Context: an optimization exercise on an open-source flow, tuned for a short achievable clock period and few clock cycles. The choices shown serve that exercise and are no tape-out recipe.
Function was checked by simulation only, so behaviour that the tests miss may differ from the original.
No activity file was given, so power comes from the tool's default toggle rates.

**design.v**
```verilog
module flopr # (parameter WIDTH = 8)
(input clk, reset,load,
input [WIDTH-1:0] d,
output [WIDTH-1:0] q);
reg [WIDTH-1:0] data;
assign q = data;
always @ (posedge clk)
begin
if(reset)
	data <= 0;
else if(load)
	data <= d;
end
endmodule 
module mux2 # (parameter WIDTH = 8)
(input [WIDTH-1:0] d0, d1, input s,
output [WIDTH-1:0] y);
assign y = s ? d1 : d0;
endmodule
module aomux #(parameter N = 2, parameter W = 8)
(input [N-1:0] sel,
input [N*W-1:0] v,
output reg [W-1:0] y);
integer k;
always @(*) begin
	y = {W{1'b0}};
	for (k = 0; k < N; k = k + 1)
		y = y | ({W{sel[k]}} & v[k*W +: W]);
end
endmodule
module acc_mux #(parameter N = 8)
(input [N-1:0]d0,d1,d2,d3,
input [1:0] sel,
output reg [N-1:0] out);
always@(*)
	begin 
		case(sel)
		2'b00: out <= d0;
		2'b01: out <= d1;
		2'b10: out <= d2;
		2'b11: out <= d3;
		default: out <= d0;
		endcase
	end
endmodule
module jump_mux #(parameter N = 6)
(input[N-1:0] d0,d1,d2,d3,
input [1:0] sel,
output reg [N-1:0] out);
always@(*)
 begin
	case(sel)
	2'b00: out <= d0;
	2'b01: out <= d1;
	2'b10: out <= d2;
	2'b11: out <= d3;
	default: out <= d1;
	endcase
 end
endmodule 
module pcplus(input[5:0] d,
output [5:0] q);
assign q = d + 6'd1; 
endmodule
module relplus(input[5:0] a,b,
output[5:0] OUT);
assign OUT =  a + {3'b000,b[2:0]};
endmodule 
module relminus(input[5:0]a,b,
output[5:0] OUT);
assign OUT =  a - {3'b000,b[2:0]};
endmodule 
module pg8(input [7:0] a, b, output [7:0] p, g);
assign p = a ^ b;
assign g = a & b;
endmodule
module cla8(input [7:0] p, g, input cin, output [8:1] c);
wire [7:0] g0 = {g[7:1], g[0] | (p[0] & cin)};
wire [7:0] G1, P1, G2, P2, G3;
assign G1[0] = g0[0];                 assign P1[0] = p[0];
assign G1[1] = g0[1] | p[1] & g0[0];  assign P1[1] = p[1] & p[0];
assign G1[2] = g0[2];                 assign P1[2] = p[2];
assign G1[3] = g0[3] | p[3] & g0[2];  assign P1[3] = p[3] & p[2];
assign G1[4] = g0[4];                 assign P1[4] = p[4];
assign G1[5] = g0[5] | p[5] & g0[4];  assign P1[5] = p[5] & p[4];
assign G1[6] = g0[6];                 assign P1[6] = p[6];
assign G1[7] = g0[7] | p[7] & g0[6];  assign P1[7] = p[7] & p[6];
assign G2[1:0] = G1[1:0];             assign P2[1:0] = P1[1:0];
assign G2[2] = G1[2] | P1[2] & G1[1]; assign P2[2] = P1[2] & P1[1];
assign G2[3] = G1[3] | P1[3] & G1[1]; assign P2[3] = P1[3] & P1[1];
assign G2[5:4] = G1[5:4];             assign P2[5:4] = P1[5:4];
assign G2[6] = G1[6] | P1[6] & G1[5]; assign P2[6] = P1[6] & P1[5];
assign G2[7] = G1[7] | P1[7] & G1[5]; assign P2[7] = P1[7] & P1[5];
assign G3[3:0] = G2[3:0];
assign G3[4] = G2[4] | P2[4] & G2[3];
assign G3[5] = G2[5] | P2[5] & G2[3];
assign G3[6] = G2[6] | P2[6] & G2[3];
assign G3[7] = G2[7] | P2[7] & G2[3];
assign c = G3;
endmodule
module xor8(input [7:0] a, b, output [7:0] y);
assign y = a ^ b;
endmodule
module add8(input [7:0] a, b, input cin, output [7:0] s);
wire [7:0] p, g;
wire [8:1] c;
pg8 upg (a, b, p, g);
cla8 ucl (p, g, cin, c);
xor8 usm (p, {c[7:1], cin}, s);
endmodule
module addz8(input [7:0] a, b, input cin, output z);
wire [7:0] p = a ^ b;
wire [7:0] k = a | b;
assign z = (p == {k[6:0], cin});
endmodule
module andpre6(input [5:0] x, output [5:1] c);
assign c[1] = x[0];
assign c[2] = x[0] & x[1];
assign c[3] = x[0] & x[1] & x[2];
assign c[4] = (x[0] & x[1]) & (x[2] & x[3]);
assign c[5] = (x[0] & x[1]) & (x[2] & x[3]) & x[4];
endmodule
module xor6(input [5:0] a, b, output [5:0] y);
assign y = a ^ b;
endmodule
module inc6(input [5:0] x, output [5:0] y);
wire [5:1] c;
andpre6 uc (x, c);
xor6 ux (x, {c, 1'b1}, y);
endmodule
module inc6b(input [5:0] x, output [5:0] y);
wire [5:0] h;
inc6 ui ({1'b0, x[5:1]}, h);
assign y = {h[4:0], x[0]};
endmodule
module cla8n(input [7:0] p, g, output [7:1] c);
wire [7:0] G1, P1, G2, P2;
assign G1[0] = g[0];                  assign P1[0] = p[0];
assign G1[1] = g[1] | p[1] & g[0];    assign P1[1] = p[1] & p[0];
assign G1[2] = g[2];                  assign P1[2] = p[2];
assign G1[3] = g[3] | p[3] & g[2];    assign P1[3] = p[3] & p[2];
assign G1[4] = g[4];                  assign P1[4] = p[4];
assign G1[5] = g[5] | p[5] & g[4];    assign P1[5] = p[5] & p[4];
assign G1[6] = g[6];                  assign P1[6] = p[6];
assign G2[1:0] = G1[1:0];
assign G2[2] = G1[2] | P1[2] & G1[1];
assign G2[3] = G1[3] | P1[3] & G1[1];
assign G2[5:4] = G1[5:4];
assign G2[6] = G1[6] | P1[6] & G1[5];
assign c[4:1] = G2[3:0];
assign c[5] = G2[4] | P1[4] & G2[3];
assign c[6] = G2[5] | (P1[5] & P1[4]) & G2[3];
assign c[7] = G2[6] | (P1[6] & P1[5]) & G2[3];
endmodule
module add8n(input [7:0] a, b, output [7:0] s);
wire [7:0] p, g;
wire [7:1] c;
pg8 upg (a, b, p, g);
cla8n ucl (p, g, c);
xor8 usm (p, {c, 1'b0}, s);
endmodule
module andpre8(input [7:0] x, output [7:1] c);
wire a01 = x[0] & x[1];
wire a23 = x[2] & x[3];
wire a45 = x[4] & x[5];
wire a03 = a01 & a23;
assign c[1] = x[0];
assign c[2] = a01;
assign c[3] = a01 & x[2];
assign c[4] = a03;
assign c[5] = a03 & x[4];
assign c[6] = a03 & a45;
assign c[7] = a03 & a45 & x[6];
endmodule
module inc8(input [7:0] x, output [7:0] y);
wire [7:1] c;
andpre8 uc (x, c);
xor8 ux (x, {c, 1'b1}, y);
endmodule
module amux_late(input clr, input [7:0] early, input [5:0] sel,
input [7:0] v0, v1, v2, v3, v4, v5, output [7:0] y);
assign y = {8{!clr}} & (early | ({8{sel[0]}} & v0) | ({8{sel[1]}} & v1) |
                                ({8{sel[2]}} & v2) | ({8{sel[3]}} & v3) |
                                ({8{sel[4]}} & v4) | ({8{sel[5]}} & v5));
endmodule
module shifter(a,sel,out);
	input [7:0] a;
	input [1:0] sel;
	output reg [7:0] out;
	always@(*)
	begin
		case(sel)
		2'b00:out = a;
		2'b01:out = a << 1;
		2'b10:out = a >> 1;
		2'b11:out = {a[0],a[7:1]};
		default: out = a;
	endcase
	end
endmodule 
module regfile(input[7:0] D,input[2:0] address ,input we,clock,reset,
output [7:0] out);
reg [7:0] register [7:0];
integer i;
always@(posedge clock)
begin
	if(reset)
	begin
		for(i = 0; i < 8; i = i + 1)
			register[i] <= 8'd0;
	end
	else if(we)
	begin
		register[address] <= D; 
	end
end
assign out = register[address];
endmodule 
module datapath(input clk,reset,
				input [7:0] readdata,
				input IRload,
				input [1:0] Jmpmuxsel,
				input PCload,
				input MemInst,
				input MRload,
				input [1:0] Asel,
				input Aload,
				input RFwr,
				input [2:0] ALUsel,
				input [1:0] Shiftsel,
				input outen,
				input [7:0] IN,
				output [7:0] accout,
				output [7:0]OUT,
				output [7:0] INSTR,
				output [5:0] address 
				);				
wire [7:0] result,rfout;
wire [7:0] aluout;
wire [7:0] amux_out; 
wire [5:0] MAout;
wire [5:0] PCout,pos_sign,neg_sign,PCplusone;
wire [5:0] JMPmuxOut; 
flopr #(8) IR (clk,reset,IRload,readdata,INSTR);
flopr #(6) MA (clk,reset,MRload,readdata[5:0],MAout);
flopr #(6) PC(clk,reset,PCload,JMPmuxOut,PCout);
relplus pos(PCout,INSTR[5:0],pos_sign);
relminus min(PCout,INSTR[5:0],neg_sign);
pcplus pcplusone(PCout,PCplusone);
jump_mux #(6) JMPmux(PCplusone,readdata[5:0],neg_sign,pos_sign,Jmpmuxsel,JMPmuxOut);
mux2 #(6) MemMux(PCout,MAout,MemInst,address);
acc_mux #(8) accmux4(result,rfout,IN,readdata,Asel,amux_out);
flopr #(8) accumlator(clk,reset,Aload,amux_out,accout);
regfile RF(accout,INSTR[2:0],RFwr,clk,reset,rfout);
alu ALU(accout,rfout,ALUsel,aluout);
shifter shiftReg(aluout,Shiftsel,result);
flopr #(8) OUTREG(clk,reset,outen,accout,OUT);
endmodule
module controller(input clk,reset,
			     input [7:0] instr,
				  input [7:0] A,
				  output MemWr,
				  output [1:0] JMPmux,Shiftsel,Asel,
				  output IRload,MRload,PCload,MemInst,Aload,RFwr,OutEn,
				  output [2:0] ALUsel,
				  output halted
				  );
wire [5:0] present;
reg [5:0] next;
reg [5:0] next_c;
reg [16:0] bits;
localparam FETCH = 6'd0,
		   DECODE = 6'd1,
			NOP = 6'd2,
		   LDA = 6'd3,
		   STA = 6'd4,
		   LDM = 6'd5,
		   STM = 6'd6,
		   LDI = 6'd7,
		   AND = 6'd8,
		   OR = 6'd9,
		   ADD = 6'd10,
		   SUB = 6'd11,
		   NOT = 6'd12,
		   INC = 6'd13,
		   DEC = 6'd14,
		   SHFL = 6'd15,
		   SHFR = 6'd16,
		   ROTR = 6'd17,
		   IN = 6'd18,
		   OUT = 6'd19,
		   HALT = 6'd20,
		   JMP = 6'd21,
		   JMPR = 6'd22,
		   JZ = 6'd23,
		   JZR = 6'd24,
		   JNZ = 6'd25,
		   JNZR = 6'd26,
		   JP = 6'd27,
		   JPR = 6'd28,
		   LDMC2 = 6'd29,
		   STMC2 = 6'd30;
assign present = reset ? 6'd0 : next;
always@(posedge clk)
begin
	if(reset)
		next <= 6'd0;
	else
		next <= next_c;
end
always@(*)
begin
			bits = 17'd0;
			next_c = 6'd0;
			case(present)
				FETCH:
					begin					
						bits = 17'b10001000000000000;
						next_c = DECODE;
					end
				DECODE:
				begin
						bits = 17'd0;
					if(instr == 8'b0000_0000)
						next_c = NOP;
					else if(instr[7:4] == 4'b0001)
						next_c = LDA;
					else if(instr[7:4] == 4'b0010)
						next_c = STA;
					else if(instr[7:4] == 4'b0011)
						next_c = LDM;
					else if(instr[7:4] == 4'b0100)
						next_c = STM;
					else if(instr[7:4] == 4'b0101)
						next_c = LDI;
					else if(instr[7:4] == 4'b1010)
						next_c = AND;
					else if(instr[7:4] == 4'b1011)
						next_c = OR;
					else if(instr[7:4] == 4'b1100)
						next_c = ADD;
					else if(instr[7:4] == 4'b1101)
						next_c = SUB;
					else if(instr == 8'b1110_0000)
						next_c = NOT;
					else if(instr == 8'b1110_0001)
						next_c = INC;
					else if(instr == 8'b1110_0010)
						next_c = DEC;
					else if(instr == 8'b1110_0011)
						next_c = SHFL;
					else if(instr == 8'b1110_0100)
						next_c = SHFR;
					else if(instr == 8'b1110_0101)
						next_c = ROTR;
					else if(instr == 8'b1111_0000)
						next_c = IN;
					else if(instr == 8'b1111_0001)
						next_c = OUT;
					else if(instr == 8'b1111_0010)
						next_c = HALT;
					else if(instr[7:4] == 4'b0110)
					begin
						if(instr[3:0] == 4'd0)
							next_c = JMP;
						else
							next_c = JMPR;
					end
					else if(instr[7:4] == 4'b0111)
					begin
						if(instr[3:0] == 4'd0)
							next_c = JZ;
						else
							next_c = JZR;
					end
					else if(instr[7:4] == 4'b1000)
					begin
						if(instr[3:0] == 4'd0)
							next_c = JNZ;
						else 
							next_c = JNZR;
					end					
					else if(instr[7:4] == 4'b1001)
					begin
						if(instr[3:0]== 4'd0)	
							next_c = JP;
						else	
							next_c = JPR;
					end
					else 
						next_c = FETCH;
				end
				NOP:
					begin
						bits = 17'b00000000000000000;
						next_c = FETCH;
					end
				LDA:
					begin
						bits = 17'b00000000110000000;
						next_c = FETCH;
					end
				STA:
					begin
						bits = 17'b00000000001000000;
						next_c = FETCH;
					end
				LDM:
					begin
						bits = 17'b01001000000000000;
						next_c = LDMC2;
					end
				STM:
					begin 
						bits = 17'b01001000000000000;
						next_c = STMC2;
					end
				LDI:
					begin
						bits = 17'b00001001110000000;
						next_c = FETCH;
					end
				AND:
					begin
						bits = 17'b00000000010001000;
						next_c = FETCH;
					end
				OR:
					begin
						bits = 17'b00000000010010000;
						next_c = FETCH;
					end
				ADD:
					begin
						bits = 17'b00000000010100000;
						next_c = FETCH;
					end
				SUB:
					begin
						bits = 17'b00000000010101000;
						next_c = FETCH;
					end
				NOT:
					begin
						bits = 17'b00000000010011000;
						next_c = FETCH;
					end
				INC:
					begin
						bits = 17'b00000000010110000;
						next_c = FETCH;
					end
				DEC:
					begin
						bits = 17'b00000000010111000;
						next_c = FETCH;
					end
				SHFL:
					begin
						bits = 17'b00000000010000010;
						next_c = FETCH;
					end
				SHFR:
					begin
						bits = 17'b00000000010000100;
						next_c = FETCH;
					end
				ROTR:
					begin
						bits = 17'b00000000010000110;
						next_c = FETCH;
					end
				IN:
					begin
						bits = 17'b00000001010000000;
						next_c = FETCH;
					end
				OUT:
					begin
						bits = 17'b00000000000000001;
						next_c = FETCH;
					end
				HALT:
					begin
						bits = 17'd0;
						next_c = HALT;
					end
				LDMC2:
					begin
						bits = 17'b00000101110000000;
						next_c = FETCH;
					end
				STMC2:
					begin
						bits = 17'b00000110000000000;
						next_c = FETCH;
					end
				JMP:
					begin
						bits = 17'b00011000000000000;
						next_c = FETCH;
					end
				JMPR:
					begin
						if(instr[3:0] == 4'd0)
							bits = 17'd0;
						else
						begin
							if(instr[3] == 1'd0) 
								bits = 17'b00111000000000000;
							else 
								bits = 17'b00101000000000000;
						end
					next_c = FETCH;
					end
				JZ:
					begin
						if(A == 8'b0)
							bits = 17'b00011000000000000;
						else  
							bits = 17'b00001000000000000;
						next_c = FETCH;
					end
				JZR:
					begin
						if(A == 8'b0 && instr[3:0]!= 4'd0)
							begin
								if(instr[3] == 1'd0) 
									bits = 17'b00111000000000000;
								else 
									bits = 17'b00101000000000000;
							end
						else 
							bits =17'd0;
						next_c = FETCH;
					end
				JNZ:
					begin
						if(A != 8'b0)
							bits = 17'b00011000000000000;
						else
							bits = 17'b00001000000000000;
						next_c = FETCH;
					end
				JNZR:
					begin
						if(A!=8'b0 && instr[3:0] != 4'd0)
							begin
								if(instr[3] == 1'd0) 
									bits = 17'b00111000000000000;
								else 
									bits = 17'b00101000000000000;
							end
						else  
							bits = 17'd0;
						next_c = FETCH;
					end
				JP:
					begin
						if(A[7] == 1'd0 && A !=8'd0 ) 
							bits = 17'b00011000000000000;
						else  
							bits = 17'b00001000000000000;
						next_c = FETCH;
					end
				JPR:
					begin
						if(A[7] == 1'd0 && instr[3:0] != 4'd0)
							begin
								if(instr[3] == 1'd0) 
									bits = 17'b00111000000000000;
								else 
									bits = 17'b00101000000000000;
							end
						else  
							bits = 17'd0;
					next_c = FETCH;
					end
			default:
				begin
					bits = 17'd0;
					next_c = FETCH;
				end
			endcase
end
assign IRload = bits[16];
assign MRload = bits[15];
assign JMPmux = bits[14:13];
assign PCload = bits[12];
assign MemInst = bits[11];
assign MemWr = bits[10];
assign Asel = bits[9:8];
assign Aload = bits [7];
assign RFwr = bits [6];
assign ALUsel = bits [5:3];
assign Shiftsel = bits [2:1];
assign OutEn = bits[0];
assign halted = (present == HALT);	
endmodule 
module my_cpu(input clk,reset,
output[5:0] address,
output memWr,
output[7:0] writedata,
input [7:0] readdata,IN,
output [7:0] OUT,
output halted
);
localparam NE = 4;       
integer i;
genvar gi;
reg mf;              
reg m_o;             
reg m_d;             
reg ld_d;            
reg wr, hlt;
reg [5:0] addr;      
reg [5:0] addr_o;    
reg [7:0] A, WD, OUTr;
reg zf, nf;          
reg [7:0] R [0:7];
reg x_binc, x_bdec;  
reg x_b, x_and, x_or, x_add, x_sub, x_not, x_inc, x_dec, x_shl, x_shr, x_rot, x_in, x_opnd;
reg x_awe, x_out;
reg [7:0] x_stv;     
reg [2:0] mq;        
reg rfill;           
reg [7:0] B, opnd;
reg k_ldi, k_ldm, k_stm, k_abs;    
reg [4:0] bc;        
reg brel;            
reg [5:0] alt;       
reg [5:0] ret;       
reg [5:0] ipc;       
reg [5:0] rf_tag, rf_tgt, rf_tm1, rf_qa, rf_qa2;
reg [5:0] ipcm1;     
reg pfill;
reg [6:0] pf_kind;
reg [4:0] pf_bc;
reg pf_pd;
reg [7:0] pf_tgt;
reg [5:0] pf_tag, pf_tm1, pf_fall, pf_qa, pf_qa2;
reg [5:0] ipc1;      
reg [15*6-1:0] rtc;  
reg [15:1] x_lov;    
reg [4:0] rf_bc;
reg          e_v [0:NE-1];
reg [5:0]    e_tag [0:NE-1];
reg [5:0]    e_qa [0:NE-1];
reg [6:0]    e_kind [0:NE-1];    
reg [5:0]    e_qa2 [0:NE-1];     
reg [5:0]    e_fall [0:NE-1];    
reg [4:0]    e_bc [0:NE-1];
reg [NE-1:0] hv;                 
reg [7:0]    e_tgt [0:NE-1];
reg [5:0]    e_tm1 [0:NE-1];     
reg [2:0]    e_c3 [0:NE-1];      
reg [NE-1:0] e_ptr;              
reg [NE-1:0] e_pd;               
reg [NE-1:0] hvp;                
assign address = addr_o;
assign memWr = wr;
assign writedata = WD;
assign OUT = OUTr;
assign halted = hlt;
wire [7:0] d = readdata;
wire [3:0] hi = d[7:4];
wire [3:0] lo = d[3:0];
wire [15:0] hiv, lov;
generate for (gi = 0; gi < 16; gi = gi + 1) begin : nib
	assign hiv[gi] = hi == gi;
	assign lov[gi] = lo == gi;
end endgenerate
function cond_of(input [4:0] c, input zf, input nf);
	cond_of = c[0] | (c[1] & zf) | (c[2] & !zf) | (c[3] & !nf & !zf) | (c[4] & !nf);
endfunction
function [2:0] cond3(input [4:0] c);
	cond3 = {cond_of(c, 1'b0, 1'b1), cond_of(c, 1'b0, 1'b0), cond_of(c, 1'b1, 1'b0)};
endfunction
wire z = zf;
wire n = nf;
wire misp = z ? mq[0] : n ? mq[2] : mq[1];
wire bcond = cond_of(bc, z, n);
wire fv = mf && !misp;       
wire fx = fv && !hlt;        
wire ldv = ld_d;
wire a_we = (x_awe) | ldv;
wire hold = !a_we;
wire [7:0] r_add, r_subn, r_inc, r_decn, r_binc, r_bdecn;
add8n uadd (A, B, r_add);
add8n usub (~A, B, r_subn);
inc8 uinc (A, r_inc);
inc8 udec (~A, r_decn);
inc8 ubinc (B, r_binc);
inc8 ubdec (~B, r_bdecn);
wire [5:0] l_sel4 = {x_bdec, x_binc, x_dec, x_inc, x_sub, x_add};
wire [10:0] a_sel = {hold, ldv,
                     x_opnd, x_in, x_rot, x_shr, x_shl,
                     x_not, x_or, x_and, x_b};
wire [11*8-1:0] a_val = {A, d,
                         opnd, IN, {A[0], A[7:1]}, {1'b0, A[7:1]}, {A[6:0], 1'b0},
                         ~A, A | B, A & B, B};
wire [7:0] a_early, w_early, a_next, wd_next;
aomux #(11, 8) amx (a_sel, a_val, a_early);
aomux #(11, 8) wmx (a_sel, a_val, w_early);
amux_late aml (reset, a_early, l_sel4, r_add, ~r_subn, r_inc, ~r_decn, r_binc, ~r_bdecn, a_next);
amux_late wml (reset, w_early, l_sel4, r_add, ~r_subn, r_inc, ~r_decn, r_binc, ~r_bdecn, wd_next);
wire [10:0] n7_val;
generate for (gi = 0; gi < 11; gi = gi + 1) begin : nv
	assign n7_val[gi] = a_val[gi*8 + 7];
end endgenerate
wire n_early, nf_pre;
aomux #(11, 1) nmx7 (a_sel, n7_val, n_early);
aomux #(7, 1) nml ({l_sel4, 1'b1}, {~r_bdecn[7], r_binc[7], ~r_decn[7], r_inc[7], ~r_subn[7], r_add[7], n_early}, nf_pre);
wire nf_next = !reset & nf_pre;
wire z_add;
addz8 uzadd (A, B, 1'b0, z_add);
wire [16:0] z_val = {B == 8'd1, B == 8'hff, zf, d == 8'd0,
                     opnd == 8'd0, IN == 8'd0, zf, A[7:1] == 7'd0, A[6:0] == 7'd0,
                     A == 8'hff, (A | B) == 8'd0, (A & B) == 8'd0, B == 8'd0,
                     A == 8'd1, A == 8'hff, A == B, z_add};
wire [16:0] z_sel = {x_bdec, x_binc, a_sel, x_dec, x_inc, x_sub, x_add};
wire zf_pre;
aomux #(17, 1) zmx (z_sel, z_val, zf_pre);
wire zf_next = reset | zf_pre;
wire op_lda = hiv[1];
wire op_sta = hiv[2];
wire op_ldm = hiv[3];
wire op_stm = hiv[4];
wire op_ldi = hiv[5];
wire op_and = hiv[10];
wire op_or  = hiv[11];
wire op_add = hiv[12];
wire op_sub = hiv[13];
wire op_not = hiv[14] & lov[0];
wire op_inc = hiv[14] & lov[1];
wire op_dec = hiv[14] & lov[2];
wire op_shl = hiv[14] & lov[3];
wire op_shr = hiv[14] & lov[4];
wire op_rot = hiv[14] & lov[5];
wire op_in  = hiv[15] & lov[0];
wire op_out = hiv[15] & lov[1];
wire op_hlt = hiv[15] & lov[2];
wire op_br  = |hiv[9:6];
wire lo0 = lov[0];
wire op_abs = op_br & lo0;
wire op_rel = op_br & !lo0;
wire op_two = op_ldi | op_ldm | op_stm | op_abs;
wire [4:0] f_bc = {hiv[9] & !lo0, hiv[9] & lo0, hiv[8], hiv[7], hiv[6]};
wire [5:0] a_p1, a_p2;
inc6 uap1 (addr, a_p1);
inc6b uap2 (addr, a_p2);
wire [NE-1:0] e_usef, e_relk, e_pbk, e_takek, e_ldik, e_memk, e_ldmk, e_stmk, e_pak, e_pik;
wire [NE*5-1:0] e_bck;
wire [NE*3-1:0] e_mqk;
wire [NE-1:0] e_mqk_any;    
wire [NE*6-1:0] e_nx1, e_nx0, e_altk;
wire [NE*8-1:0] e_tgtk;
generate for (gi = 0; gi < NE; gi = gi + 1) begin : look
	wire br = e_kind[gi][3] | e_kind[gi][4] | e_kind[gi][5];
	wire sk = e_kind[gi][0] | e_kind[gi][6];      
	wire pred = e_pd[gi];
	wire take = pred;
	wire [5:0] fall = e_fall[gi];
	assign e_usef[gi] = sk | (br & !take);
	assign e_relk[gi] = e_kind[gi][4];
	assign e_pbk[gi] = e_kind[gi][5];
	assign e_pak[gi] = e_kind[gi][6];
	assign e_pik[gi] = e_kind[gi][6] & e_tgt[gi][0];
	assign e_bck[gi*5 +: 5] = e_bc[gi];
	assign e_mqk[gi*3 +: 3] = {3{br}} & (e_c3[gi] ^ {3{pred}});
	assign e_takek[gi] = take;
	assign e_mqk_any[gi] = br;
	assign e_ldik[gi] = e_kind[gi][0];
	assign e_ldmk[gi] = e_kind[gi][1];
	assign e_stmk[gi] = e_kind[gi][2];
	assign e_memk[gi] = e_kind[gi][1] | e_kind[gi][2];
	assign e_nx1[gi*6 +: 6] = sk ? fall : e_tgt[gi][5:0];
	assign e_nx0[gi*6 +: 6] = (sk | br) ? fall : e_tgt[gi][5:0];
	assign e_altk[gi*6 +: 6] = take ? fall : e_tgt[gi][5:0];
	assign e_tgtk[gi*8 +: 8] = e_tgt[gi];
end endgenerate
wire hit = |hv;
wire h_ldi = |(hv & e_ldik);
wire h_ldm = |(hv & e_ldmk);
wire h_stm = |(hv & e_stmk);
wire h_mem = |(hv & e_memk);
wire h_pa = |(hv & e_pak);
wire h_pinc = |(hv & e_pik);
wire h_abs = |(hv & ~e_relk & ~e_pbk & e_mqk_any);
wire [4:0] h_bc;
aomux #(NE, 5) hbc (hv, e_bck, h_bc);
wire h_pd = |(hv & e_pd);
wire [7:0] ht;
aomux #(NE, 8) htm (hv, e_tgtk, ht);
wire [2:0] h_mq;
aomux #(NE, 3) hmq (hv, e_mqk, h_mq);
wire o_ret = k_ldi | (k_abs & !bcond);
wire [5:0] h_nx1, h_nx0;
aomux #(NE, 6) hn1 (hv, e_nx1, h_nx1);
aomux #(NE, 6) hn0 (hv, e_nx0, h_nx0);
wire h_take = |(hv & e_takek);
wire [15*6-1:0] a_rel;
generate for (gi = 1; gi < 16; gi = gi + 1) begin : rel
	wire [7:0] sum;
	if (gi < 8)
		add8 ur ({2'b00, addr}, 8'd1 + gi, 1'b0, sum);
	else
		add8 ur ({2'b00, addr}, 8'd1 - (gi - 8), 1'b0, sum);
	assign a_rel[(gi-1)*6 +: 6] = sum[5:0];
end endgenerate
wire [5:0] rt_sel;
aomux #(15, 6) rmx (x_lov, rtc, rt_sel);
wire [5:0] redir = brel ? rt_sel : alt;
wire go = !reset & !misp;      
wire [5:0] n_sel = {misp & !reset, (m_d | (m_o & o_ret)) & go, m_o & !o_ret & go,
                    mf & !hit & go, mf & hit & h_take & go, mf & hit & !h_take & go};
wire [6*6-1:0] n_val = {redir, ret, d[5:0], a_p1, h_nx1, h_nx0};
wire [5:0] addr_next, addr_o_next;
aomux #(6, 6) nmx (n_sel, n_val, addr_next);
aomux #(6, 6) nmxo (n_sel, n_val, addr_o_next);
wire [NE-1:0] l_sel = hv;
wire [5:0] alt_next;
aomux #(NE, 6) lmx (l_sel, e_altk, alt_next);
wire [8*8-1:0] b_val;
generate for (gi = 0; gi < 8; gi = gi + 1) begin : bv
	assign b_val[gi*8 +: 8] = (x_stv[gi]) ? WD : R[gi];
end endgenerate
wire [7:0] b_next;
aomux #(8, 8) bmx (lov[15:8] | lov[7:0], b_val, b_next);
wire fill = m_o | rfill | pfill;
wire [5:0] f_tag = m_o ? ipc : rfill ? rf_tag : pf_tag;
wire [5:0] f_qa = m_o ? ipc1 : rfill ? rf_qa : pf_qa;
wire [5:0] f_qa2 = m_o ? ret : rfill ? rf_qa2 : pf_qa2;
wire [5:0] f_tm1 = m_o ? ipcm1 : rfill ? rf_tm1 : pf_tm1;
wire [5:0] f_fall = m_o ? ret : rfill ? rf_qa : pf_fall;
wire [6:0] f_kind = m_o ? {3'b000, k_abs, k_stm, k_ldm, k_ldi} : rfill ? 7'b0010000 : pf_kind;
wire [4:0] f_bcv = m_o ? bc : rfill ? rf_bc : pf_bc;
wire [7:0] f_tgt = m_o ? d : rfill ? {2'b00, rf_tgt} : pf_tgt;
wire f_pd = m_o ? bcond : rfill | pf_pd;
wire seq = ipc1 == addr;
wire pb_see = fx & seq & (|x_stv) & h_abs;
wire pa_see = fx & seq & x_b & (op_inc | op_dec);
wire [NE-1:0] hv_next;
generate for (gi = 0; gi < NE; gi = gi + 1) begin : hvn
	wire fs = (rfill | pfill) & e_ptr[gi];
	wire eq_p1 = addr == e_tm1[gi];
	wire [NE-1:0] eq_nx;
	genvar gk;
	for (gk = 0; gk < NE; gk = gk + 1) begin : nx
		wire eq_t = e_tgt[gk][5:0] == e_tag[gi];
		wire eq_f = e_fall[gk] == e_tag[gi];
		assign eq_nx[gk] = e_usef[gk] ? eq_f : eq_t;
	end
	assign hv_next[gi] = e_v[gi] & !fs & mf & go & ((!hit & eq_p1) | |(hv & eq_nx));
end endgenerate
always @(posedge clk) begin
	if (reset) begin
		mf <= 1'b1; m_o <= 1'b0; m_d <= 1'b0; ld_d <= 1'b0;
		wr <= 1'b0; hlt <= 1'b0;
		OUTr <= 8'd0;
		for (i = 0; i < 8; i = i + 1) R[i] <= 8'd0;
		x_b <= 1'b0; x_and <= 1'b0; x_or <= 1'b0; x_add <= 1'b0; x_sub <= 1'b0;
		x_not <= 1'b0; x_inc <= 1'b0; x_dec <= 1'b0; x_shl <= 1'b0; x_shr <= 1'b0;
		x_rot <= 1'b0; x_in <= 1'b0; x_opnd <= 1'b0; x_awe <= 1'b0; x_out <= 1'b0;
		x_stv <= 8'd0; mq <= 3'd0; rfill <= 1'b0; pfill <= 1'b0;
		x_binc <= 1'b0; x_bdec <= 1'b0;
		e_ptr <= {{NE-1{1'b0}}, 1'b1};
		for (i = 0; i < NE; i = i + 1) e_v[i] <= 1'b0;
	end else begin
		for (i = 0; i < 8; i = i + 1)
			if (x_stv[i]) R[i] <= WD;
		if (x_out) OUTr <= WD;
		if (fv && op_hlt) hlt <= 1'b1;
		x_b   <= fx & op_lda & !h_pa;
		x_binc <= fx & h_pa & h_pinc; x_bdec <= fx & h_pa & !h_pinc; x_and <= fx & op_and; x_or  <= fx & op_or;
		x_add <= fx & op_add; x_sub <= fx & op_sub; x_not <= fx & op_not;
		x_inc <= fx & op_inc; x_dec <= fx & op_dec; x_shl <= fx & op_shl;
		x_shr <= fx & op_shr; x_rot <= fx & op_rot; x_in  <= fx & op_in;
		x_out <= fx & op_out;
		for (i = 0; i < 8; i = i + 1) x_stv[i] <= fx & op_sta & (d[2:0] == i);
		x_opnd <= fx & h_ldi;
		x_awe <= fx & (op_lda | op_and | op_or | op_add | op_sub | op_not | op_inc |
		         op_dec | op_shl | op_shr | op_rot | op_in | h_ldi);
		mf <= !((fv & ((op_two & !hit) | h_mem)) | (m_o & (k_ldm | k_stm)));
		m_o <= fv & op_two & !hit;
		m_d <= (fv & h_mem) | (m_o & (k_ldm | k_stm));
		ld_d <= ((fv & ((op_ldi & !hit) | h_ldm)) | (m_o & k_ldm)) & !hlt;
		wr <= ((fv & h_stm) | (m_o & k_stm)) & !hlt;
		mq <= {3{fv}} & (hit ? h_mq : {3{op_rel}} & cond3(f_bc));
		rfill <= misp & brel;
		pfill <= pb_see | pa_see;
		hvp <= hv & {NE{mf}};
		if (fill) begin
			for (i = 0; i < NE; i = i + 1)
				if (e_ptr[i]) e_v[i] <= 1'b1;
			e_ptr <= {e_ptr[NE-2:0], e_ptr[NE-1]};
		end
		if (m_d && wr) begin
			for (i = 0; i < NE; i = i + 1)
				if (e_tag[i] == addr || e_qa[i] == addr || e_qa2[i] == addr) e_v[i] <= 1'b0;
		end
	end
end
always @(posedge clk) begin
	addr <= addr_next;
	addr_o <= addr_o_next;
	hv <= hv_next;
	A <= a_next;
	WD <= wd_next;
	zf <= zf_next;
	nf <= nf_next;
	B <= b_next;
	opnd <= ht;
	alt <= alt_next;
	brel <= !hit;
	rf_tag <= ipc;
	rf_tgt <= redir;
	rtc <= a_rel;
	x_lov <= lov[15:1];
	rf_tm1 <= ipcm1;
	rf_qa <= ipc1;
	rf_bc <= bc;
	if (misp & !brel) e_pd <= e_pd ^ hvp;
	rf_qa2 <= ret;
	pf_tag <= ipc;
	pf_tm1 <= ipcm1;
	pf_fall <= pb_see ? a_p2 : a_p1;
	pf_qa <= ipc1;
	pf_qa2 <= a_p1;
	pf_kind <= pb_see ? 7'b0100000 : 7'b1000000;
	pf_bc <= h_bc;
	pf_pd <= h_pd;
	pf_tgt <= pb_see ? ht : {7'd0, op_inc};
	for (i = 0; i < NE; i = i + 1)
		if (fill && e_ptr[i]) begin
			e_tag[i] <= f_tag;
			e_qa[i] <= f_qa;
			e_tm1[i] <= f_tm1;
			e_fall[i] <= f_fall;
			e_qa2[i] <= f_qa2;
			e_kind[i] <= f_kind;
			e_bc[i] <= f_bcv;
			e_c3[i] <= cond3(f_bcv);
			e_pd[i] <= f_pd;
			e_tgt[i] <= f_tgt;
		end
	if (mf) begin
		k_ldi <= op_ldi; k_ldm <= op_ldm; k_stm <= op_stm; k_abs <= op_abs;
		bc <= f_bc;
		ret <= a_p2;
		ipc <= addr;
		ipc1 <= a_p1;
		ipcm1 <= addr - 6'd1;
	end
end
endmodule
```
**constraint.sdc**
```tcl
create_clock -name core_clock -period 5.0 [get_ports {clk}]
set_input_delay 1.0000 -clock core_clock [delete_from_list [all_inputs] [get_ports {clk}]]
set_output_delay 1.0000 -clock core_clock [all_outputs]
set_load 0.01 [all_outputs]
```
**config.mk**
```make
export PLATFORM = sky130hd
export DESIGN_NAME = my_cpu
export DESIGN_NICKNAME = my_cpu
export VERILOG_FILES = /design/flow/design.v
export SDC_FILE = /design/flow/constraint.sdc
export NUM_CORES = 4
export LEC_CHECK = 0
export CAP_MARGIN = 20
export CORE_MARGIN = 2
export CORE_UTILIZATION = 40
export SETUP_SLACK_MARGIN = 3.0
export SLEW_MARGIN = 20
export SYNTH_HIERARCHICAL = 1
```
**run.sh**
```bash
#!/bin/bash
# synth_recipe.tcl (not shown) runs the flow's synth.tcl, then flattens the netlist and writes it again
# the make line also repeats each setting of config.mk as NAME=value (left out here)
make -C /OpenROAD-flow-scripts/flow DESIGN_CONFIG=/design/flow/config.mk WORK_HOME=/design/flow/orfs CLKGATE_MAP_FILE= SYNTH_SCRIPT=/design/flow/synth_recipe.tcl finish
```
==> summary.txt, run 1 <==
Die Width = 287 µm
# clock sinks = 594
Max Cap Violations = 0
CP startpoint kind = flip-flop
Initial drt markers = 2986
Worst vdd ir = 242 µV
Worst Reg-to-Reg Cells = 8
Minimum clock period = 2.46 ns
Final worst slack = 2.54 ns
Input/output buffers = 41
CP Class = flip-flop to flip-flop
Worst slew margin = 0.280
Die ar. = 82600 µm²
Commonest non-fill, non-tap cell in the layout = dfxtp_1
Final hold violations = 0
Vias = 26300
Crit Path Max Fanout = 8
Clock buffer depth = 3
Fin area = 39300 µm²
Pwr dens = 324 nW/µm²
TritonRoute pass-1 iters = 15
Period utilization = 0.492
Worst path required time = 5.53 ns
Util after Layout = 0.496
Worst Hold Class = flip-flop to flip-flop
Share of post-route cells with drive strength above 1 = 0.241
Commonest cells after routing, fill and taps aside = 285 x dfxtp_1, 278 x xor2_1, 253 x edfxtp_1
Row cnt = 103
Worst slack, placed = 1.68 ns
I/O pins = 42
H-tree depth = 3
Syn Std Cell Area = 32100 µm²
Post-synthesis area per instance = 10.4 µm²
Reg-to-Reg Start = e_kind[2][6]
Worst R2R End = hv[2]
Setup_tns = 0 ns
Leak = 0.0162 µW
RSZ-0062 raised after global routing = true
Post-cts hold buffer count = 0
Worst-Margin Slew = 1.07 ns
Mapped Cells = 3092
Setup Skew = 0.0196 ns
Yosys Warn Count = 29
Clock slew at reported path FFs = 0.07 ns
Starting density of the core = 0.405
Layout Nets = 3558
Die height = 287 µm
Hold slack = 0.365 ns
Wire per inst = 23.9 µm
Highest clock rate = 0.406 GHz
First-pass GRT wire length = 158 mm
Pin count of the biggest net entering global routing = 73
Placer Congestion = 1.01
Final ANT Viol Nets = 0
Total track usage = 0.254
CTS tree = done
Vias per std cell = 5.83
R2r setup slk = 2.54 ns
Final Routed Wirelength = 108 mm
Global route overflow = 0
Area after DPL = 33800 µm²
# setup viols final = 0
Core area = 79300 µm²
Worst setup path start = e_kind[2][6]
Initial antenna violation count = 5
CP Capture Type = flip-flop
Area Overhead vs Synth = 22.3%
Num CTS Buffers = 67
Via count of the first global-routing pass = 24700
Worst-Skew Late Latency = 0.61 ns
Root Buffer Master = clkbuf_16
DRC = 0
End point of the critical path = hv[2]
DP HPWL = 67.7 mm
Status = complete, no violations
Max-slew violations = 0
CP Data Arrival Time = 2.99 ns
[metal layers]
metal	vias up	wire (µm)	track usage	part of all wire
met1	12700	44800	0.340	0.42
met2	1333	48100	0.397	0.45
met4	8	5090	0.102	0.047
met5	-	54	0	0.00050
li1	11900	-	-	-
met3	334	9680	0.0565	0.090
[power by group]
group / internal [µW] / switching (µW)
registers: 5650 / 256
logic: 773 / 1050
clock network: 2960 / 2030
[timing repair]
item                       4_1_cts  5_1_grt
hold endpoints to repair         0        0
resized for setup              381       81
pin swaps                       77       63
setup endpoints to repair      394      125
gates cloned                    10        3
setup buffers                  183       54
[worst max-delay path, cell delays in order, from the launching register on]
cell	delay, ns
edfxtp_1	0.51
nor2_4	0.28
buf_4	0.22
nor2_1	0.06
o21ai_0	0.22
nand4_1	0.16
or4_4	0.57
o311a_1	0.15
a31oi_1	0.20
[worst min-delay path by stage]
stage | start | cells after the start | to | slack (ns)
floorplan | ipc[0] | 0 | rf_tag[0] | 0.34
global placement | ipcm1[5] | 0 | rf_tm1[5] | 0.35
detailed placement | ipc[5] | 0 | rf_tag[5] | 0.36
CTS | ipcm1[5] | 0 | rf_tm1[5] | 0.37
global route | ipc[2] | 0 | rf_tag[2] | 0.38
finish | ipcm1[3] | 0 | rf_tm1[3] | 0.36
[metrics by stage]
| stage | power, µW | std cells |
|---|---|---|
| after floorplan | 7150 | 3232 |
| after detailed placement | 7650 | 4141 |
| after global placement | 7630 | 4141 |
| after CTS | 12700 | 4456 |
| after global routing | 13200 | 4513 |
| final | 12700 | 4514 |
[registers in the layout, indices dropped and copies added (netlist names), 28 cells and up]
name and cells:
e_tgt 32, R 64, rtc 90, e_kind 28
[layout make-up]
cell class / instances / area (µm²)
multi-input cells: 2313 / 17700
clock buffers: 99 / 2010
clock inverters: 23 / 230
repair buffers: 312 / 2850
flip-flops and latches: 594 / 14600
repair inverters: 7 / 52.6
fillers: 7201 / 40000
well taps: 1050 / 1310
diodes: 1 / 2.50
inverters: 115 / 498
Testbench counts, summed over its fixed seeds: cycles 48,490.
==> run 2: changes to the inputs <==
--- a/design.v
+++ b/design.v
@@ -625,6 +625,7 @@
 reg [2:0] mq;        
 reg rfill;           
 reg [7:0] B, opnd;
+reg [7:0] INr;       
 reg k_ldi, k_ldm, k_stm, k_abs;    
 reg [4:0] bc;        
 reg brel;            
@@ -649,6 +650,7 @@
 reg [6:0]    e_kind [0:NE-1];    
 reg [5:0]    e_qa2 [0:NE-1];     
 reg [5:0]    e_fall [0:NE-1];    
+reg [NE-1:0] e_br;               
 reg [4:0]    e_bc [0:NE-1];
 reg [NE-1:0] hv;                 
 reg [7:0]    e_tgt [0:NE-1];
@@ -697,7 +699,7 @@
                      x_opnd, x_in, x_rot, x_shr, x_shl,
                      x_not, x_or, x_and, x_b};
 wire [11*8-1:0] a_val = {A, d,
-                         opnd, IN, {A[0], A[7:1]}, {1'b0, A[7:1]}, {A[6:0], 1'b0},
+                         opnd, INr, {A[0], A[7:1]}, {1'b0, A[7:1]}, {A[6:0], 1'b0},
                          ~A, A | B, A & B, B};
 wire [7:0] a_early, w_early, a_next, wd_next;
 aomux #(11, 8) amx (a_sel, a_val, a_early);
@@ -715,7 +717,7 @@
 wire z_add;
 addz8 uzadd (A, B, 1'b0, z_add);
 wire [16:0] z_val = {B == 8'd1, B == 8'hff, zf, d == 8'd0,
-                     opnd == 8'd0, IN == 8'd0, zf, A[7:1] == 7'd0, A[6:0] == 7'd0,
+                     opnd == 8'd0, INr == 8'd0, zf, A[7:1] == 7'd0, A[6:0] == 7'd0,
                      A == 8'hff, (A | B) == 8'd0, (A & B) == 8'd0, B == 8'd0,
                      A == 8'd1, A == 8'hff, A == B, z_add};
 wire [16:0] z_sel = {x_bdec, x_binc, a_sel, x_dec, x_inc, x_sub, x_add};
@@ -756,7 +758,7 @@
 wire [NE*6-1:0] e_nx1, e_nx0, e_altk;
 wire [NE*8-1:0] e_tgtk;
 generate for (gi = 0; gi < NE; gi = gi + 1) begin : look
-	wire br = e_kind[gi][3] | e_kind[gi][4] | e_kind[gi][5];
+	wire br = e_br[gi];
 	wire sk = e_kind[gi][0] | e_kind[gi][6];      
 	wire pred = e_pd[gi];
 	wire take = pred;
@@ -910,6 +912,7 @@
 	zf <= zf_next;
 	nf <= nf_next;
 	B <= b_next;
+	INr <= IN;
 	opnd <= ht;
 	alt <= alt_next;
 	brel <= !hit;
@@ -937,6 +940,7 @@
 			e_qa[i] <= f_qa;
 			e_tm1[i] <= f_tm1;
 			e_fall[i] <= f_fall;
+			e_br[i] <= f_kind[3] | f_kind[4] | f_kind[5];
 			e_qa2[i] <= f_qa2;
 			e_kind[i] <= f_kind;
 			e_bc[i] <= f_bcv;
==> run 2 against run 1 <==
Effect of this change:
- critical path depth increased by 2
- still clean
- final cell count fell by 6.9%
- synthesized area shrank 3.0%
- largest cell class unchanged
==> summary.txt, run 2 <==
Clock buffer depth = 3 (unchanged)
Total track usage = 0.237 (-0.0175)
Pwr dens = 344 nW/µm² (+6.2%)
Layout Nets = 3253 (-8.6%)
Core area = 77300 µm² (-2.4%)
Clock slew at reported path FFs = 0.06 ns (about the same)
Worst vdd ir = 241 µV (-0.51%)
Via count of the first global-routing pass = 23400 (-5.1%)
DP HPWL = 63.7 mm (-6.0%)
Worst slew margin = 0.391 (+0.111)
DRC = 0 (unchanged)
Mapped Cells = 2815 (-9.0%)
Root Buffer Master = clkbuf_16
Period utilization = 0.479 (-0.0133)
Minimum clock period = 2.39 ns (-0.0665 ns)
Final Routed Wirelength = 98.6 mm (-8.5%)
CP startpoint kind = flip-flop
RSZ-0062 raised after global routing = true
# clock sinks = 602 (+1.3%)
Fin area = 38300 µm² (-2.6%)
Initial antenna violation count = 2 (-3)
Final ANT Viol Nets = 0 (unchanged)
Pin count of the biggest net entering global routing = 72 (-1.4%)
Vias per std cell = 5.71 (-2.1%)
Reg with most FFs = rtc
Commonest cells after routing, fill and taps aside = 288 x dfxtp_1, 266 x xor2_1, 253 x edfxtp_1
Die height = 283 µm (-1.5%)
Leak = 0.0157 µW (-3.0%)
Syn Std Cell Area = 31200 µm² (-3.0%)
Input/output buffers = 41 (unchanged)
CP Class = flip-flop to flip-flop
Die ar. = 80200 µm² (-2.9%)
Worst Hold Class = flip-flop to flip-flop
# setup viols final = 0 (unchanged)
Max Cap Violations = 0 (unchanged)
Vias = 24000 (-8.9%)
Yosys Warn Count = 29 (unchanged)
CP Capture Type = flip-flop
Starting density of the core = 0.403 (-0.00221)
First-pass GRT wire length = 147 mm (-7.5%)
Max reg flops = 90 (unchanged)
CP Data Arrival Time = 2.85 ns (-0.14 ns)
Share of post-route cells with drive strength above 1 = 0.264 (+0.0229)
Final hold violations = 0 (unchanged)
Placer Congestion = 0.927 (-8.2%)
Row cnt = 102 (-0.97%)
Area after DPL = 32900 µm² (-2.7%)
Die Width = 283 µm (-1.5%)
Num CTS Buffers = 67 (unchanged)
Setup_tns = 0 ns (unchanged)
Status = complete, no violations
Wire per inst = 23.5 µm (-1.6%)
I/O pins = 42 (unchanged)
TritonRoute pass-1 iters = 8 (-7)
Max-slew violations = 0 (unchanged)
Worst-Margin Slew = 0.913 ns (-0.156 ns)
Post-synthesis area per instance = 11.1 µm² (+6.6%)
H-tree depth = 3 (unchanged)
Initial drt markers = 2316 (-22%)
Crit Path Max Fanout = 4 (-4)
Biggest regs = rtc: 90 flops, R: 64 flops, e_tgt: 32 flops
Worst path required time = 5.46 ns (-0.07 ns)
Setup Skew = 0.0334 ns (+0.0139 ns)
Area Overhead vs Synth = 22.7%
Commonest non-fill, non-tap cell in the layout = dfxtp_1
Highest clock rate = 0.418 GHz (+2.8%)
Global route overflow = 0 (unchanged)
CTS tree = done
Worst-Skew Late Latency = 0.62 ns (about the same)
==> run 2: what timing repair did <==
action / CTS / global route
setup endpoints to repair: 506 / 201
hold buffers: 0 / 0
resized for setup: 338 / 145
cloned: 7 / 1
pin swaps: 51 / 82
setup buffers: 101 / 80
==> run 2: metrics by stage <==
| step | worst slack, ns | hold slack, ns | std cells | util | power [µW] |
|---|---|---|---|---|---|
| floorplan | 2.69 | 0.342 | 2955 | - | 7210 |
| global placement | 1.77 | 0.350 | 3887 | 0.425 | 7680 |
| detailed placement | 1.69 | 0.354 | 3887 | 0.425 | 7740 |
| CTS | 2.70 | 0.356 | 4118 | 0.479 | 13100 |
| global route | 2.60 | 0.369 | 4200 | 0.495 | 13600 |
| finish | 2.61 | 0.363 | 4201 | 0.495 | 13100 |
==> run 2: critical path, cell delays in order (launching register included) <==
cell and delay (ns):
edfxtp_1 0.47, buf_4 0.18, buf_6 0.11, buf_4 0.13, or2_4 0.25, buf_4 0.15, mux2_2 0.27, a22oi_2 0.21
nand2_2 0.13, a22oi_2 0.20, nand3_2 0.15
==> run 2: power breakdown <==
group / leakage [µW] / switching, µW / internal [µW]
sequential: 0.00529 / 279 / 5710
combinational: 0.00928 / 1080 / 803
clock: 0.00117 / 2080 / 3200
total: 0.0157 / 3430 / 9710
==> run 2: layout make-up <==
cell class	count	area, µm²
Timing Repair inverter	2	15.0
Inverter	107	462
Fill cell	6884	39100
Clock inverter	29	364
Timing Repair Buffer	246	2410
Clock buffer	94	2020
Multi-Input combinational cell	2079	16900
Sequential cell	602	14800
Antenna cell	2	5.00
Tap cell	1040	1300
==> run 2: final timing paths <==
check | start | endpoint | slack, ns | cells past startpoint
worst max register to register | e_kind[0][0] | addr_o[5] | 2.61 | 10
worst max-delay path | e_kind[0][0] | addr_o[5] | 2.61 | 10
worst min register to register | ipc[3] | rf_tag[3] | 0.36 | 0
worst min-delay path | ipc[3] | rf_tag[3] | 0.36 | 0
==> run 2: per-layer routing <==
metal | wire [µm] | part of all wire | vias up | GRT usage
li1 | - | - | 10900 | -
met1 | 43100 | 0.44 | 11900 | 0.323
met2 | 45500 | 0.46 | 974 | 0.381
met3 | 6840 | 0.069 | 207 | 0.0368
met4 | 3190 | 0.032 | 2 | 0.0831
met5 | 13 | 0.00013 | - | 0
Testbench counts of run 2, summed over its fixed seeds: cycles 48,490.
==> run 3: changes to the inputs <==
--- a/design.v
+++ b/design.v
@@ -621,6 +621,7 @@
 reg x_binc, x_bdec;  
 reg x_b, x_and, x_or, x_add, x_sub, x_not, x_inc, x_dec, x_shl, x_shr, x_rot, x_in, x_opnd;
 reg x_awe, x_out;
+reg x_one;           
 reg [7:0] x_stv;     
 reg [2:0] mq;        
 reg rfill;           
@@ -635,7 +636,7 @@
 reg [5:0] rf_tag, rf_tgt, rf_tm1, rf_qa, rf_qa2;
 reg [5:0] ipcm1;     
 reg pfill;
-reg [6:0] pf_kind;
+reg [7:0] pf_kind;
 reg [4:0] pf_bc;
 reg pf_pd;
 reg [7:0] pf_tgt;
@@ -647,7 +648,7 @@
 reg          e_v [0:NE-1];
 reg [5:0]    e_tag [0:NE-1];
 reg [5:0]    e_qa [0:NE-1];
-reg [6:0]    e_kind [0:NE-1];    
+reg [7:0]    e_kind [0:NE-1];    
 reg [5:0]    e_qa2 [0:NE-1];     
 reg [5:0]    e_fall [0:NE-1];    
 reg [NE-1:0] e_br;               
@@ -759,7 +760,7 @@
 wire [NE*8-1:0] e_tgtk;
 generate for (gi = 0; gi < NE; gi = gi + 1) begin : look
 	wire br = e_br[gi];
-	wire sk = e_kind[gi][0] | e_kind[gi][6];      
+	wire sk = e_kind[gi][0] | e_kind[gi][6] | e_kind[gi][7];    
 	wire pred = e_pd[gi];
 	wire take = pred;
 	wire [5:0] fall = e_fall[gi];
@@ -789,6 +790,7 @@
 wire h_pa = |(hv & e_pak);
 wire h_pinc = |(hv & e_pik);
 wire h_abs = |(hv & ~e_relk & ~e_pbk & e_mqk_any);
+wire h_rel = |(hv & e_relk);
 wire [4:0] h_bc;
 aomux #(NE, 5) hbc (hv, e_bck, h_bc);
 wire h_pd = |(hv & e_pd);
@@ -835,13 +837,17 @@
 wire [5:0] f_qa2 = m_o ? ret : rfill ? rf_qa2 : pf_qa2;
 wire [5:0] f_tm1 = m_o ? ipcm1 : rfill ? rf_tm1 : pf_tm1;
 wire [5:0] f_fall = m_o ? ret : rfill ? rf_qa : pf_fall;
-wire [6:0] f_kind = m_o ? {3'b000, k_abs, k_stm, k_ldm, k_ldi} : rfill ? 7'b0010000 : pf_kind;
+wire [7:0] f_kind = m_o ? {4'b0000, k_abs, k_stm, k_ldm, k_ldi} : rfill ? 8'b00010000 : pf_kind;
 wire [4:0] f_bcv = m_o ? bc : rfill ? rf_bc : pf_bc;
 wire [7:0] f_tgt = m_o ? d : rfill ? {2'b00, rf_tgt} : pf_tgt;
 wire f_pd = m_o ? bcond : rfill | pf_pd;
 wire seq = ipc1 == addr;
-wire pb_see = fx & seq & (|x_stv) & h_abs;
+wire pb_see = fx & seq & (|x_stv) & (h_abs | h_rel);
 wire pa_see = fx & seq & x_b & (op_inc | op_dec);
+wire op_nop = hiv[0] | (hiv[14] & (lo[3] | (lo[2] & lo[1]))) | (hiv[15] & (lo[3] | lo[2] | (lo[1] & lo[0])));
+wire op_one = hiv[0] | hiv[1] | hiv[2] | (hi[3] & hi[1]) | (hiv[12] | hiv[13]) |
+              (hiv[14] & !op_nop) | (hiv[15] & !op_hlt & !op_nop) | op_nop;
+wire ps_see = fx & seq & x_one & op_nop;
 wire [NE-1:0] hv_next;
 generate for (gi = 0; gi < NE; gi = gi + 1) begin : hvn
 	wire fs = (rfill | pfill) & e_ptr[gi];
@@ -865,7 +871,7 @@
 		x_not <= 1'b0; x_inc <= 1'b0; x_dec <= 1'b0; x_shl <= 1'b0; x_shr <= 1'b0;
 		x_rot <= 1'b0; x_in <= 1'b0; x_opnd <= 1'b0; x_awe <= 1'b0; x_out <= 1'b0;
 		x_stv <= 8'd0; mq <= 3'd0; rfill <= 1'b0; pfill <= 1'b0;
-		x_binc <= 1'b0; x_bdec <= 1'b0;
+		x_binc <= 1'b0; x_bdec <= 1'b0; x_one <= 1'b0;
 		e_ptr <= {{NE-1{1'b0}}, 1'b1};
 		for (i = 0; i < NE; i = i + 1) e_v[i] <= 1'b0;
 	end else begin
@@ -890,7 +896,8 @@
 		wr <= ((fv & h_stm) | (m_o & k_stm)) & !hlt;
 		mq <= {3{fv}} & (hit ? h_mq : {3{op_rel}} & cond3(f_bc));
 		rfill <= misp & brel;
-		pfill <= pb_see | pa_see;
+		pfill <= pb_see | pa_see | ps_see;
+		x_one <= fx & !hit & op_one & !op_hlt;
 		hvp <= hv & {NE{mf}};
 		if (fill) begin
 			for (i = 0; i < NE; i = i + 1)
@@ -927,13 +934,13 @@
 	rf_qa2 <= ret;
 	pf_tag <= ipc;
 	pf_tm1 <= ipcm1;
-	pf_fall <= pb_see ? a_p2 : a_p1;
+	pf_fall <= h_abs ? a_p2 : a_p1;
 	pf_qa <= ipc1;
 	pf_qa2 <= a_p1;
-	pf_kind <= pb_see ? 7'b0100000 : 7'b1000000;
+	pf_kind <= (h_abs | h_rel) ? 8'b00100000 : (op_inc | op_dec) ? 8'b01000000 : 8'b10000000;
 	pf_bc <= h_bc;
 	pf_pd <= h_pd;
-	pf_tgt <= pb_see ? ht : {7'd0, op_inc};
+	pf_tgt <= (h_abs | h_rel) ? ht : {7'd0, op_inc};
 	for (i = 0; i < NE; i = i + 1)
 		if (fill && e_ptr[i]) begin
 			e_tag[i] <= f_tag;
==> run 3 against run 2 <==
Effect of this change:
- first-iteration DRC count grew 11%
- utilization increased by 0.078 points
- synthesized cell count up 0.78%
- routed wire length up 0.54%
- worst setup slack got worse by 0.12 ns
- global-route usage increased by 0.071 points
- fmax down 4.6%
- total power decreased by 0.33%
- clock skew down 0.0065 ns
- hold slack improved by 0.0036 ns
- count of clock-buffer cells in the layout is 2 lower
- largest power group unchanged
- highest routed layer unchanged
==> summary.txt, run 3 <==
Util after Layout = 0.495 (+0.000785)
Input/output buffers = 41 (unchanged)
Hold Path Origin = ipcm1[0]
Status = complete, no violations
Worst R2R End = hv[2]
Root Buffer Master = clkbuf_16
I/O pins = 42 (unchanged)
Met3 Usage GRT = 0.0312 (-0.00564)
Net switching power = 3410 µW (-0.51%)
Max-slew violations = 0 (unchanged)
Routing usage on met2 = 0.388 (+0.00754)
Setup Skew = 0.0269 ns (-0.00654 ns)
Multi-input gate area = 16800 µm² (-0.52%)
Endpoint, Worst Hold = rf_tm1[0]
CP Data Arrival Time = 3.02 ns (+0.17 ns)
Initial antenna violation count = 5 (+3)
Num CTS Buffers = 66 (-1.5%)
Wire per inst = 23.5 µm (about the same)
Minimum clock period = 2.51 ns (+0.116 ns)
CP Class = flip-flop to flip-flop
# clock sinks = 608 (+1.0%)
CTS tree = done
Layout Nets = 3272 (+0.58%)
Final hold violations = 0 (unchanged)
Row cnt = 102 (unchanged)
Setup_tns = 0 ns (unchanged)
# setup viols final = 0 (unchanged)
Sw frac = 0.261 (-0.000469)
Final Routed Wirelength = 99.1 mm (+0.54%)
Area Overhead vs Synth = 22.8% (about the same)
Initial drt markers = 2578 (+11%)
Commonest cells after routing, fill and taps aside = 295 x dfxtp_1, 264 x xor2_1, 257 x edfxtp_1
Worst path required time = 5.51 ns (+0.05 ns)
Core area = 77200 µm² (-0.16%)
CP startpoint kind = flip-flop
Crit Path Max Fanout = 7 (+3)
Met1 usage = 0.319 (-0.00372)
Pint = 9690 µW (-0.27%)
Reg with most FFs = rtc
R2r setup slk = 2.49 ns (-0.12 ns)
Clock slew at reported path FFs = 0.06 ns (about the same)
Vias per std cell = 5.67 (-0.66%)
Vias = 23900 (-0.21%)
Worst slew margin = 0.358 (-0.0328)
GR peak layer = met2
Starting density of the core = 0.403 (about the same)
Total track usage = 0.237 (+0.000707)
CP Capture Type = flip-flop
Syn Std Cell Area = 31100 µm² (about the same)
Via count of the first global-routing pass = 23400 (+0.0085%)
Placer Congestion = 0.950 (+2.6%)
Max reg flops = 90 (unchanged)
Biggest regs = rtc: 90 flops, R: 64 flops, e_tgt: 32 flops
Final worst slack = 2.49 ns (-0.116 ns)
TritonRoute pass-1 iters = 9 (+1)
Die height = 283 µm (about the same)
Global route overflow = 0 (unchanged)
Seq pwr share = 0.463 (+0.008)
Max Cap Violations = 0 (unchanged)
Clock power share = 0.394 (-0.008)
Worst Reg-to-Reg Cells = 8 (-2)
DRC = 0 (unchanged)
Die ar. = 80100 µm² (about the same)
Clock buffer depth = 3 (unchanged)
RSZ-0062 raised after global routing = true
Fillers = 6757 (-1.8%)
Worst slack, placed = 1.49 ns (-0.205 ns)
Final ANT Viol Nets = 0 (unchanged)
H-tree depth = 3 (unchanged)
Post-synthesis area per instance = 11.0 µm² (-0.86%)
Leak = 0.0156 µW (-1.1%)
Hold slack = 0.367 ns (+0.00361 ns)
Post-cts hold buffer count = 0 (unchanged)
Die Width = 283 µm (about the same)
Yosys Warn Count = 29 (unchanged)
Worst vdd ir = 222 µV (-7.8%)
Hold Path Depth = 0 (unchanged)
Period utilization = 0.502 (+0.0232)
Commonest non-fill, non-tap cell in the layout = dfxtp_1
Total power after layout = 13100 µW (-0.33%)
Highest clock rate = 0.399 GHz (-4.6%)
First-pass GRT wire length = 147 mm (about the same)
Storage element area = 14900 µm² (+1.1%)
Worst-Skew Late Latency = 0.61 ns (about the same)
DP HPWL = 64.6 mm (+1.5%)
Worst-Margin Slew = 0.953 ns (+0.0403 ns)
Mapped Cells = 2837 (+0.78%)
Logic gate share of total power = 0.144 (about the same)
Pwr dens = 343 nW/µm² (-0.33%)
Reg-to-Reg Start = e_pd[0]
Share of post-route cells with drive strength above 1 = 0.253 (-0.0117)
Pin count of the biggest net entering global routing = 74 (+2.8%)
Worst Hold Class = flip-flop to flip-flop
==> run 3: routing by layer <==
layer / vias to the layer above / routed length, µm
met1: 11900 / 43100
met2: 926 / 46700
met3: 183 / 6060
met4: 2 / 3330
met5: - / 9
li1: 10900 / -
==> run 3: worst max-delay path by stage <==
stage	startpoint	endpoint	cells after the start
finish	e_pd[0]	hv[2]	8
global route	e_kind[0][6]	hv[3]	8
CTS	WD[5]	writedata[5]	1
detailed placement	readdata[1]	zf	8
global placement	readdata[1]	zf	8
floorplan	e_kind[3][6]	hv[0]	7
==> run 3: cell type report <==
cell class / instances / area share
Multi-Input combinational cell: 2098 / 0.440
Sequential cell: 608 / 0.390
Timing Repair Buffer: 240 / 0.0623
Clock buffer: 92 / 0.0509
Tap cell: 1040 / 0.0340
Inverter: 106 / 0.0121
Clock inverter: 27 / 0.00968
Timing Repair inverter: 4 / 0.000720
Antenna cell: 5 / 0.000327
==> run 3: power by group through the flow <==
stage / combinational, µW / clock (µW) / sequential, µW
finish: 1880 / 5160 / 6060
CTS: 1770 / 5240 / 6090
global route: 2050 / 5430 / 6100
global placement: 1550 / 0 / 6220
floorplan: 1220 / 0 / 6060
detailed placement: 1600 / 0 / 6230
==> run 3: critical path, cell delays in order (launching register included) <==
cell and delay (ns):
edfxtp_1 0.48, and2b_4 0.37, o21ai_4 0.09, buf_6 0.14
and3_4 0.16, or4_4 0.53, nor4_4 0.28, a41oi_2 0.09
a311oi_2 0.27
==> run 3: through the flow <==
step           cell area, µm²  cells
2_1_floorplan           31900   2977
3_3_place_gp            33000   3923
3_5_place_dp            33000   3923
4_1_cts                 37400   4160
5_1_grt                 38200   4218
6_report                38200   4220
==> run 3: what timing repair did <==
action,in CTS,in global routing
setup buffers,114,51
setup endpoints to repair,418,99
pin swaps,85,51
gates cloned,4,4
resized for setup,390,88
Testbench counts of run 3, summed over its fixed seeds: cycles 47,734.

static timing again, ports no longer ideal:
In the flow no input, the clock included, has a driving cell. The finished layouts below were timed again as built, in two steps. Step 1 sets driving cells, clkbuf_16 on the clock port and buf_2 on the other inputs (assumed; they add their load-dependent delay and slew). Step 2 adds t to the input delays and takes it off the output delays; t is the mean of the earliest and latest rising clock arrival at the registers after step 1. Input paths then give back, and output paths get back, about the clock's delay inside the block. Three values: ideal, step 1, step 2; two values: the first two.
run	t, ns	setup WS [ns]	latest minus earliest clock arrival (ns)	worst slew at a driven data input, ns
run 1	0.662	2.540 / 2.540 / 2.121	0.024 / 0.024	0.11
run 2	0.664	2.606 / 2.606 / 2.174	0.036 / 0.036	0.09
run 3	0.664	2.491 / 2.491 / 2.202	0.030 / 0.030	0.10
After both steps setup and hold are still met in every run listed. The setup slack of run 2, which loses most, moves by 0.000 ns with the drivers and by -0.432 ns with both steps.
